Background: an optimization exercise with open tools, aiming at small area and a short achievable clock period. Do not read the settings as production practice. Function was checked by simulation only, so behaviour that the tests miss may differ from the original. No activity file was given, so power comes from the tool's default toggle rates.

<file path="design/flow/run.sh">
#!/bin/bash
# synth_recipe.tcl (not shown) runs the flow's synth.tcl, then flattens the netlist and writes it again
# the make line also repeats each setting of config.mk as NAME=value (left out here)
make -C /OpenROAD-flow-scripts/flow DESIGN_CONFIG=/design/flow/config.mk WORK_HOME=/design/flow/orfs CLKGATE_MAP_FILE= SYNTH_SCRIPT=/design/flow/synth_recipe.tcl finish
</file>
<file path="design/flow/config.mk">
export PLATFORM = sky130hd
export DESIGN_NAME = singlecycle
export DESIGN_NICKNAME = singlecycle
export VERILOG_FILES = /design/flow/design.v
export SDC_FILE = /design/flow/constraint.sdc
export NUM_CORES = 4
export LEC_CHECK = 0
export CAP_MARGIN = 20
export CORE_MARGIN = 2
export CORE_UTILIZATION = 45
export PLACE_DENSITY = 0.6
export SETUP_SLACK_MARGIN = 0.7
export SLEW_MARGIN = 20
</file>
<file path="design/flow/constraint.sdc">
create_clock -name core_clock -period 14.0 [get_ports {clk}]
set_input_delay 2.8000 -clock core_clock [delete_from_list [all_inputs] [get_ports {clk}]]
set_output_delay 2.8000 -clock core_clock [all_outputs]
set_load 0.01 [all_outputs]
</file>
<file path="design/flow/design.v">
module alu (
  input  logic [31:0] a, b,
  input  logic [3:0]  op,
  output logic [31:0] res
);
  always_comb begin
    logic [31:0] tmp;
    res = '0;
    tmp = '0;
    case (op)
      4'b0000: res = a + b;
      4'b1000: res = a + (~b + 1);
      4'b0010: {res[0], tmp} = {a[31], a} + (~{b[31], b} + 1);
      4'b0011: {res[0], tmp} = {1'b0, a} + (~{1'b0, b} + 1);
      4'b0100: res = a ^ b;
      4'b0110: res = a | b;	
      4'b0111: res = a & b;
      4'b0001: begin
        res = a;
        res = b[0] ? {res[30:0], 1'b0} : res;
        res = b[1] ? {res[29:0], 2'b0} : res;
        res = b[2] ? {res[27:0], 4'b0} : res;
        res = b[3] ? {res[23:0], 8'b0} : res;
        res = b[4] ? {res[15:0], 16'b0} : res;
      end
      4'b0101,
      4'b1101: begin
        res = a;
        if (op[3] && a[31]) tmp = '1;
        else tmp = '0;
        res = b[0] ? {tmp[0:0], res[31:1]} : res;
        res = b[1] ? {tmp[1:0], res[31:2]} : res;
        res = b[2] ? {tmp[3:0], res[31:4]} : res;
        res = b[3] ? {tmp[7:0], res[31:8]} : res;
        res = b[4] ? {tmp[15:0], res[31:16]} : res;
      end
      4'b1001: res = b;
      default: res = '0;
    endcase
  end
endmodule
module brcmp (
  input [31:0] a, b,
  input        brun,
  output       brlt,
  output       breq
);
  logic signed [31:0] tmp;
  assign {brlt, tmp} = brun ? {1'b0, a} + (~{1'b0, b} + 1) : {a[31], a} + (~{b[31], b} + 1);
  assign breq = ~(|tmp);
endmodule
module ctrlunit (
  input  logic [31:0] instr,
  input  logic        brlt, breq,
  output logic        pcsel, asel, bsel, brun, regwen, wren,
  output logic [4:0]  immsel,
  output logic [3:0]  op,
  output logic [2:0]  rwsel,
  output logic [1:0]  wbsel
);
  logic [4:0] opcode;
  logic [2:0] funct3;
  logic       funct7, brTrue;
  assign opcode = instr[6:2];
  assign funct3 = instr[14:12];
  assign funct7 = instr[30];
  assign brTrue = (funct3 == 3'b000 & breq) |                          
                  (funct3 == 3'b001 & ~breq) |                         
                  ({funct3[2], funct3[0]} == 2'b10 & brlt) |           
                  ({funct3[2], funct3[0]} == 2'b11 & (breq | ~brlt));  
  logic Rtype, Itype, Stype, Btype, Jtype, JItype, Utype, Ltype;
  assign Rtype  = (opcode == 5'b01100);
  assign Itype  = ({opcode[4:3], opcode[1:0]} == 4'b0000);
  assign Stype  = (opcode == 5'b01000);
  assign Btype  = (opcode == 5'b11000);
  assign Jtype  = (opcode == 5'b11011);                      
  assign Utype  = ({opcode[4], opcode[2:0]} == 4'b0101);     
  assign JItype = (opcode == 5'b11001);                      
  assign Ltype  = ~(|opcode);                                
  assign pcsel  = Jtype | JItype | (Btype & brTrue);
  assign immsel = {Jtype, Utype, Btype, Stype, Itype | JItype};
  assign brun   = funct3[1];
  assign asel   = Btype | Jtype | Utype;
  assign bsel   = ~Rtype;
  assign wren   = Stype;
  assign regwen = ~Btype & ~Stype;
  assign wbsel  = Ltype ? 2'b00 : (Jtype | JItype) ? 2'b10 : 2'b01;
  assign rwsel  = funct3;
  assign op     = (Rtype) ? {funct7, funct3} :
                  ((Itype & ~Ltype) ? ((funct3 == 3'b101) ? {funct7, funct3} : {1'b0, funct3}) :
                  ((opcode == 5'b01101) ? 4'b1001 : 4'b0000));
endmodule
module immgen (
  input  [31:7] instr,
  input  [4:0]	immsel,
  output logic [31:0] imm
);
  logic [31:11] sign;
  always_comb begin
    if (instr[31]) sign = '1; else sign = '0;
         if (immsel[0])	imm = {sign[31:11], instr[30:20]};                                 
    else if (immsel[1])	imm = {sign[31:11], instr[30:25], instr[11:7]};                    
    else if (immsel[2])	imm = {sign[31:12], instr[7], instr[30:25], instr[11:8], 1'b0};    
    else if (immsel[3])	imm = {instr[31:12], 12'b0};                                       
    else if (immsel[4])	imm = {sign[31:20], instr[19:12], instr[20], instr[30:21], 1'b0};  
    else								imm = '0;
  end
endmodule
module outperiph (
  input  logic        clk,
  input  logic        rst,
  input  logic [7:0]  addr,
  input  logic [31:0] sdata,
  input  logic        wren,
  output logic [31:0] ldata,
  output logic [31:0] hex0, hex1, hex2, hex3, hex4, hex5, hex6, hex7, ledr, ledg, lcd
);
  always_ff @(posedge clk or negedge rst) begin
    if (~rst) begin
      hex0 <= 32'b0;
      hex1 <= 32'b0;
      hex2 <= 32'b0;
      hex3 <= 32'b0;
      hex4 <= 32'b0;
      hex5 <= 32'b0;
      hex6 <= 32'b0;
      hex7 <= 32'b0;
      ledr <= 32'b0;
      ledg <= 32'b0;
      lcd  <= 32'b0;
    end else if (wren) begin
      case (addr)
        8'h00: hex0 <= sdata;
        8'h10: hex1 <= sdata;
        8'h20: hex2 <= sdata;
        8'h30: hex3 <= sdata;
        8'h40: hex4 <= sdata;
        8'h50: hex5 <= sdata;
        8'h60: hex6 <= sdata;
        8'h70: hex7 <= sdata;
        8'h80: ledr <= sdata;
        8'h90: ledg <= sdata;
        8'hA0: lcd  <= sdata;
        default: begin
          hex0 <= hex0;
          hex1 <= hex1;
          hex2 <= hex2;
          hex3 <= hex3;
          hex4 <= hex4;
          hex5 <= hex5;
          hex6 <= hex6;
          hex7 <= hex7;
          ledr <= ledr;
          ledg <= ledg;
          lcd  <= lcd;
        end
      endcase
    end
  end
  always_comb begin
    case (addr)
      8'h00: ldata = hex0;
      8'h10: ldata = hex1;
      8'h20: ldata = hex2;
      8'h30: ldata = hex3;
      8'h40: ldata = hex4;
      8'h50: ldata = hex5;
      8'h60: ldata = hex6;
      8'h70: ldata = hex7;
      8'h80: ldata = ledr;
      8'h90: ldata = ledg;
      8'hA0: ldata = lcd;
      default: ldata = 32'd0;
    endcase
  end
endmodule
module regfile (
  input  logic        clk, rst,
  input  logic [4:0]  addr1, addr2, waddr,
  input  logic [31:0] wdata,
  input  logic        regwen,
  output logic [31:0] reg1, reg2
);
  logic [31:0] rs [31:0];
  always_ff @(posedge clk or negedge rst) begin
    if (~rst) for (int i = 0; i < 32; i++) rs[i] <= '0;
    else if (regwen & (|waddr)) rs[waddr] <= wdata;
  end
  always_comb begin
    reg1 = |addr1 ? rs[addr1] : '0;
    reg2 = |addr2 ? rs[addr2] : '0;
  end
endmodule
module lsu (
  input  logic        clk,
  input  logic        rst,
  input  logic [11:0] addr,
  input  logic [31:0] sdata,
  input  logic        wren,
  input  logic [31:0] sw, btn,
  input  logic [31:0] dmem_rdata,
  output logic [8:0]  dmem_addr,
  output logic [31:0] dmem_wdata,
  output logic        dmem_we,
  input  logic [2:0]  rwsel,
  output logic [31:0] ldata,
  output logic [31:0] hex0, hex1, hex2, hex3, hex4, hex5, hex6, hex7, ledr, ledg, lcd
);
  logic mwren, periphen;
  logic [31:0] idata, odata, newdata, mrdata, periphrdata;
  assign mwren = ~addr[11] & wren;
  assign periphen = (addr[11:8] == 4'b1000) & wren;
  assign idata = (addr[7:0] == 8'h00) ? sw : (addr[7:0] == 8'h10) ? btn : 32'd0;
  always_comb begin
    casez(rwsel)
      3'b000  : newdata = {odata[31:8], sdata[7:0]};     
      3'b001  : newdata = {odata[31:16], sdata[15:0]};   
      3'b010  : newdata = sdata;                         
      default : newdata = 32'd0;
    endcase
  end
  assign dmem_addr  = addr[10:2];
  assign dmem_wdata = newdata;
  assign dmem_we    = mwren;
  assign mrdata     = dmem_rdata;
  outperiph output_peripherals (
    .clk  (clk),
    .rst  (rst),
    .addr (addr[7:0]),
    .sdata(newdata),
    .wren (periphen),
    .ldata(periphrdata),
    .hex0 (hex0),
    .hex1 (hex1),
    .hex2 (hex2),
    .hex3 (hex3),
    .hex4 (hex4),
    .hex5 (hex5),
    .hex6 (hex6),
    .hex7 (hex7),
    .ledr (ledr),
    .ledg (ledg),
    .lcd  (lcd)
  );
  assign odata = (~addr[11]) ? mrdata :
                 (addr[10:8] == 3'b000) ? periphrdata :
                 (addr[10:8] == 3'b001) ? idata : 32'd0;
  always_comb begin
    casez(rwsel)
      3'b000 : ldata = {{24{odata[7]}}, odata[7:0]};     
      3'b001 : ldata = {{16{odata[15]}}, odata[15:0]};   
      3'b010 : ldata = odata;                            
      3'b100 : ldata = {24'd0, odata[7:0]};              
      3'b101 : ldata = {16'd0, odata[15:0]};             
      default: ldata = 32'd0;
    endcase
  end
endmodule
module singlecycle (
  input  logic  clk, rst,
  input  logic [31:0] sw, btn,
  input  logic [31:0] instr,
  input  logic [31:0] dmem_rdata,
  output logic [8:0]  dmem_addr,
  output logic [31:0] dmem_wdata,
  output logic        dmem_we,
  output logic [31:0] hex0, hex1, hex2, hex3, hex4, hex5, hex6, hex7, ledr, ledg, lcd,
  output logic [31:0] pcdebug
);
  logic        pcsel, asel, bsel, brun, brlt, breq, regwen, wren;
  logic [4:0]  immsel;
  logic [3:0]  op;
  logic [2:0]  rwsel;
  logic [1:0]  wbsel;
  logic [31:0] pc, reg1, reg2, imm, a, b, res, ldata, wdata;
  assign wdata = (wbsel == 2'b01) ? res : (wbsel == 2'b10) ? pc + 32'd4 : ldata;
  assign a = asel ? pc : reg1;
  assign b = bsel ? imm : reg2;
  assign pcdebug = pc;
  regfile reg_file (
    .clk   (clk),
    .rst   (rst),
    .addr1 (instr[19:15]),
    .addr2 (instr[24:20]),
    .waddr (instr[11:7]),
    .wdata (wdata),
    .regwen(regwen),
    .reg1  (reg1),
    .reg2  (reg2)
  );
  brcmp branch_comp (
    .a   (reg1),
    .b   (reg2),
    .brun(brun),
    .brlt(brlt),
    .breq(breq)
  );
  ctrlunit control_unit (
    .instr (instr),
    .brlt  (brlt),
    .breq  (breq),
    .immsel(immsel),
    .op    (op),
    .pcsel (pcsel),
    .regwen(regwen),
    .brun  (brun),
    .asel  (asel),
    .bsel  (bsel),
    .wren  (wren),
    .wbsel (wbsel),
    .rwsel (rwsel)
  );
  immgen imm_gen (
    .instr (instr[31:7]),
    .immsel(immsel),
    .imm   (imm)
  );
  alu alu (
    .a  (a),
    .b  (b),
    .op (op),
    .res(res)
  );
  lsu lsu (
    .clk  (clk),
    .rst  (rst),
    .addr (res[11:0]),
    .sdata(reg2),
    .wren (wren),
    .sw   (sw),
    .btn  (btn),
    .dmem_rdata(dmem_rdata),
    .dmem_addr (dmem_addr),
    .dmem_wdata(dmem_wdata),
    .dmem_we   (dmem_we),
    .rwsel(rwsel),
    .ldata(ldata),
    .hex0 (hex0),
    .hex1 (hex1),
    .hex2 (hex2),
    .hex3 (hex3),
    .hex4 (hex4),
    .hex5 (hex5),
    .hex6 (hex6),
    .hex7 (hex7),
    .ledr (ledr),
    .ledg (ledg),
    .lcd  (lcd)
  );
  always_ff @(posedge clk or negedge rst) begin
    if(~rst) pc <= 32'd0; else pc <= pcsel ? res : pc + 32'd4;
  end
endmodule
</file>
==> summary.txt <==
Run status
  – Status: no timing/DRC/antenna violations

Worst setup path
  – Setup Crit Path Kind: in2out
  – Crit. End Element: primary output
  – Crit-path most repeated cell: buf_4
  – Nature of the critical path startpoint: input pin
  – Crit-path max cell delay: 0.67 ns
  – Worst Path Arrival: 10.68 ns
  – Crit-path max FO: 88
  – Worst Path Required: ~11 ns
  – FF-to-FF setup slack: 4.82 ns
  – Slowest CP cell: o31a_1
  – Crit path cell chain: buf_6, buf_4, nor2_4, buf_12, buf_4, and3_1, a2111oi_0, nand4_1, o31a_1, nand3_1, nand2_1, o21ai_1, o221ai_2, a211oi_4, o2111ai_4, or2_1, nor3_2, buf_4, a221oi_1, a41o_1, o31ai_2, nand2_2, inv_1, clkdlybuf4s50_1

Final layout
  – Final #Nets: 10,500
  – Synth-to-layout area growth: 25.9%
  – Finished Cell Area: 103,000 µm²
  – Ratio of cells with drive above 1 in the final layout: about a fifth
  – # fillers: around 16,000
  – Most common cell after layout, fill and taps aside: dfrtp_1
  – Fin util: between 50% and 60%
  – Most frequent cells in the layout: dfrtp_1 (1,376), nand2_1 (1,364), buf_4 (923), o21ai_0 (833), and3_1 (677)
  – Final Instance Count excl. Fillers: about 13,000

Power
  – Pwr Density: ~180 nW/µm²
  – Leakage Power: 47.0 nW
  – Peak VDD IR: approximately 0.16 mV

Routing
  – DRT Pass-1 Iters: 10
  – Via/cell ratio: between 7 and 8
  – DRC Markers: 0
  – Routed WL: 520,000 µm
  – Post-route ant nets: 0
  – Initial DRC Count: between 15,000 and 20,000
  – Wire per inst: ~41 µm
  – DR vias: about 92,000

Timing
  – Slew @ Worst Pin: about 1.1 ns
  – Final Hold Fails: 0
  – Final period util: between 90% and 100%
  – # setup viols final: 0
  – Final Skew: 0.0663 ns
  – RSZ-0062 raised after global routing: yes
  – Max Freq: between 70 and 80 MHz
  – Slew Limit Fails: 0
  – Final critical delay including setup and external delays: 13.48 ns
  – Sum Neg Setup Slack: 0 ns
  – Relative slew slack: a little over a quarter
  – Setup ws final: slightly above 0.5 ns

Synth
  – Sequential element share of the synthesized area: 42.2%
  – Cell taking the most area after synthesis: dfrtp_1
  – Top FF cell, synth: dfrtp_1
  – Flip-flop and latch count after synthesis: ~1,400
  – Synth area leaders: dfrtp_1 (42%), nand2_1 (6.5%), and3_1 (5.2%)
  – Post-synth EDFFs: 0
  – Synthesized area: approximately 82,000 µm²
  – Syn avg cell area: between 8 and 9 µm²
  – Fraction of registers with async set/reset: 100%
  – Synth Net Count: just under 10,000
  – Synth top area share: between 40% and 50%
  – Synth warn: 7
  – Yosys cell types: between 100 and 150
  – Cells after Synth: 9,339

Worst hold path
  – HP Class: reg2reg

Placed design
  – Pre-CTS setup slack: -0.179 ns
  – Post-DP HPWL: 368,000 µm
  – Placed insts: roughly 12,000
  – Number of port buffers: about 550
  – GPL Wtd Cong: 1.08
  – Placed cell areas: approximately 95,000 µm²

Die
  – Row count: around 160
  – Die height: ~430 µm
  – Area of the core: between 150,000 and 200,000 µm²
  – Die area: between 150,000 and 200,000 µm²
  – Die Width: 430 µm
  – Starting Density: 45.2%
  – I/O pin cnt: between 500 and 600

GRT
  – Total Routing Usage GR: between 50 and 60%
  – Initial antenna violation count: 50
  – Largest net degree at the start of global routing: 177
  – First-pass GRT wire length: between 700,000 and 800,000 µm
  – Grt total ovfl: 0
  – Vias in the first global route: roughly 85,000

Clocking
  – Clock Sink Count: between 1,000 and 1,500
  – H-tree levels: 4
  – TritonCTS clock tree: yes
  – CTS Buffer Depth: 3
  – CTS root buf: clkbuf_16
  – Post-CTS Hold Buffers: 0
  – Inserted Clock Buffers: ~160
  – Clock Pin Slew Worst Setup and Hold Paths: approximately 0.06 ns
  – Clock latency on the worst-skew pair: roughly 0.88 ns

Run
  – MaxCap Viol Count: 0
-- final cells by class --
| type | count | area [µm²] | area share [%] |
|---|---|---|---|
| timing repair buffer | 1600 | 14900 | 14.5 |
| multi-input combinational | 6925 | 44100 | 43.0 |
| tap | 2370 | 2970 | 2.89 |
| clock buffer | 209 | 4470 | 4.35 |
| sequential | 1376 | 34400 | 33.6 |
| antenna | 55 | 138 | 0.134 |
| clock inverter | 74 | 955 | 0.931 |
| inverter | 179 | 676 | 0.659 |
-- cells by family (layout without fill, tap and decap cells) --
family / count (synthesis) / count (layout) / share of synthesized area [%]
buffers and inverters: 1039 / 2062 / 5.33
adder cells (fa/ha/maj): 133 / 133 / 2.07
XOR/XNOR: 70 / 70 / 0.752
flip-flops: 1376 / 1376 / 42.2
multiplexers: 372 / 372 / 5.11
AO/OA/AOI/OAI: 2902 / 2902 / 23.7
AND/OR/NAND/NOR: 3447 / 3448 / 20.8
other: 0 / 55 / 0
-- what timing repair did --
action	in CTS	in global routing
endpoints found under the setup margin	24	23
gates resized for setup	92	106
pin swaps	24	44
setup buffers	46	54
endpoints found under the hold margin	0	0
gates cloned	5	3
-- synth_stat cells, types with 24 or more instances --
master and instances:
a22oi_1 437, a2111o_1 41, dfrtp_1 1376, nand4_1 133
mux2i_1 100, xnor2_1 41, clkbuf_1 608, inv_1 170
a221oi_1 127, buf_2 157, o221ai_1 28, a21oi_1 383
nand2b_1 45, nor4_1 56, nand3b_1 34, nand3_1 182
buf_1 46, nand2_1 1409, nor2_1 555, xor2_1 29
a32oi_1 27, o211ai_1 35, or3_1 24, a22o_1 57
o31ai_1 103, and3_1 681, and4_1 43, a2111oi_0 164
mux2_2 262, ha_1 130, nor3_1 71, o21ai_0 847
o21ai_1 188, a31oi_1 95, a211oi_1 49, a221o_1 31
nor2b_1 24, a21o_1 28, and2_1 36, buf_4 28
-- path summary, 6_finish.rpt --
| path | from | end | cells after the start |
|---|---|---|---|
| setup reg to reg | reg_file.rs[9][0] | pc[7] | 30 |
| min in group asynchronous | rst | pc[30] | 1 |
| hold reg to reg | reg_file.rs[6][4] | reg_file.rs[6][4] | 2 |
| max in group asynchronous | rst | reg_file.rs[4][3] | 4 |
| setup / recovery | instr[19] | dmem_wdata[13] | 24 |
| hold / removal | reg_file.rs[6][4] | reg_file.rs[6][4] | 2 |
-- through the flow --
step	total power, W	hold WS (ns)
5_1_grt	0.0190	0.522
6_report	0.0185	0.495
4_1_cts	0.0179	0.498
2_1_floorplan	0.00966	0.454
3_3_place_gp	0.0133	0.476
3_5_place_dp	0.0135	0.485
-- flip-flops by register name, summed over array words and instances, names as in the netlist --
register	cells
lsu.output_peripherals.hex0	32
lsu.output_peripherals.hex1	32
lsu.output_peripherals.hex2	32
lsu.output_peripherals.hex3	32
lsu.output_peripherals.hex4	32
lsu.output_peripherals.hex5	32
lsu.output_peripherals.hex6	32
lsu.output_peripherals.hex7	32
lsu.output_peripherals.lcd	32
lsu.output_peripherals.ledg	32
lsu.output_peripherals.ledr	32
pc	32
reg_file.rs	992
-- where the power goes --
| group | switching, W | leakage (nW) | internal (W) | total (W) |
|---|---|---|---|---|
| registers | 0.00133 | 17.9 | 0.00520 | 0.00652 |
| clock network | 0.00190 | 2.67 | 0.00252 | 0.00442 |
| logic | 0.00487 | 26.4 | 0.00269 | 0.00756 |
| total | 0.00809 | 47.0 | 0.0104 | 0.0185 |
-- metal layers --
| metal | share of wire (%) | routed length (µm) | vias to the layer above | track usage, % |
|---|---|---|---|---|
| met5 | 0.051 | 265 | - | 0 |
| li1 | - | - | 36300 | - |
| met2 | 40 | 208000 | 8470 | 76.1 |
| met4 | 12 | 59900 | 32 | 48.8 |
| met1 | 34 | 176000 | 44300 | 64.0 |
| met3 | 14 | 75100 | 2657 | 22.4 |
-- critical path: cells and delay by family --
kind	cells	cell delay [ns]
AND/OR/NAND/NOR	8	2.28
buffers and inverters	7	1.92
AO/OA/AOI/OAI	9	3.38

## static timing again, ports no longer ideal
No port has a modelled driver above. Below, the same layout with a new extraction and two added sets of constraints. Step 1 sets driving cells, clkbuf_16 on the clock port and buf_2 on the other inputs (assumed; they add their load-dependent delay and slew). Step 2 also shifts input and output timing later by t, the mid clock arrival at the registers, as if the neighbouring blocks saw the same clock. Three values: ideal ports, drivers, drivers and shift; two values: the first two.
t, ns: 0.947
slack for setup (ns): 0.516 / 0.467 / 0.467
latest minus earliest clock arrival (ns): 0.066 / 0.066
worst slew at a driven data input, ns: 0.18
After both steps this run still meets setup and hold. For this run, drivers alone change the setup slack by -0.049 ns; drivers and shift together by -0.049 ns.
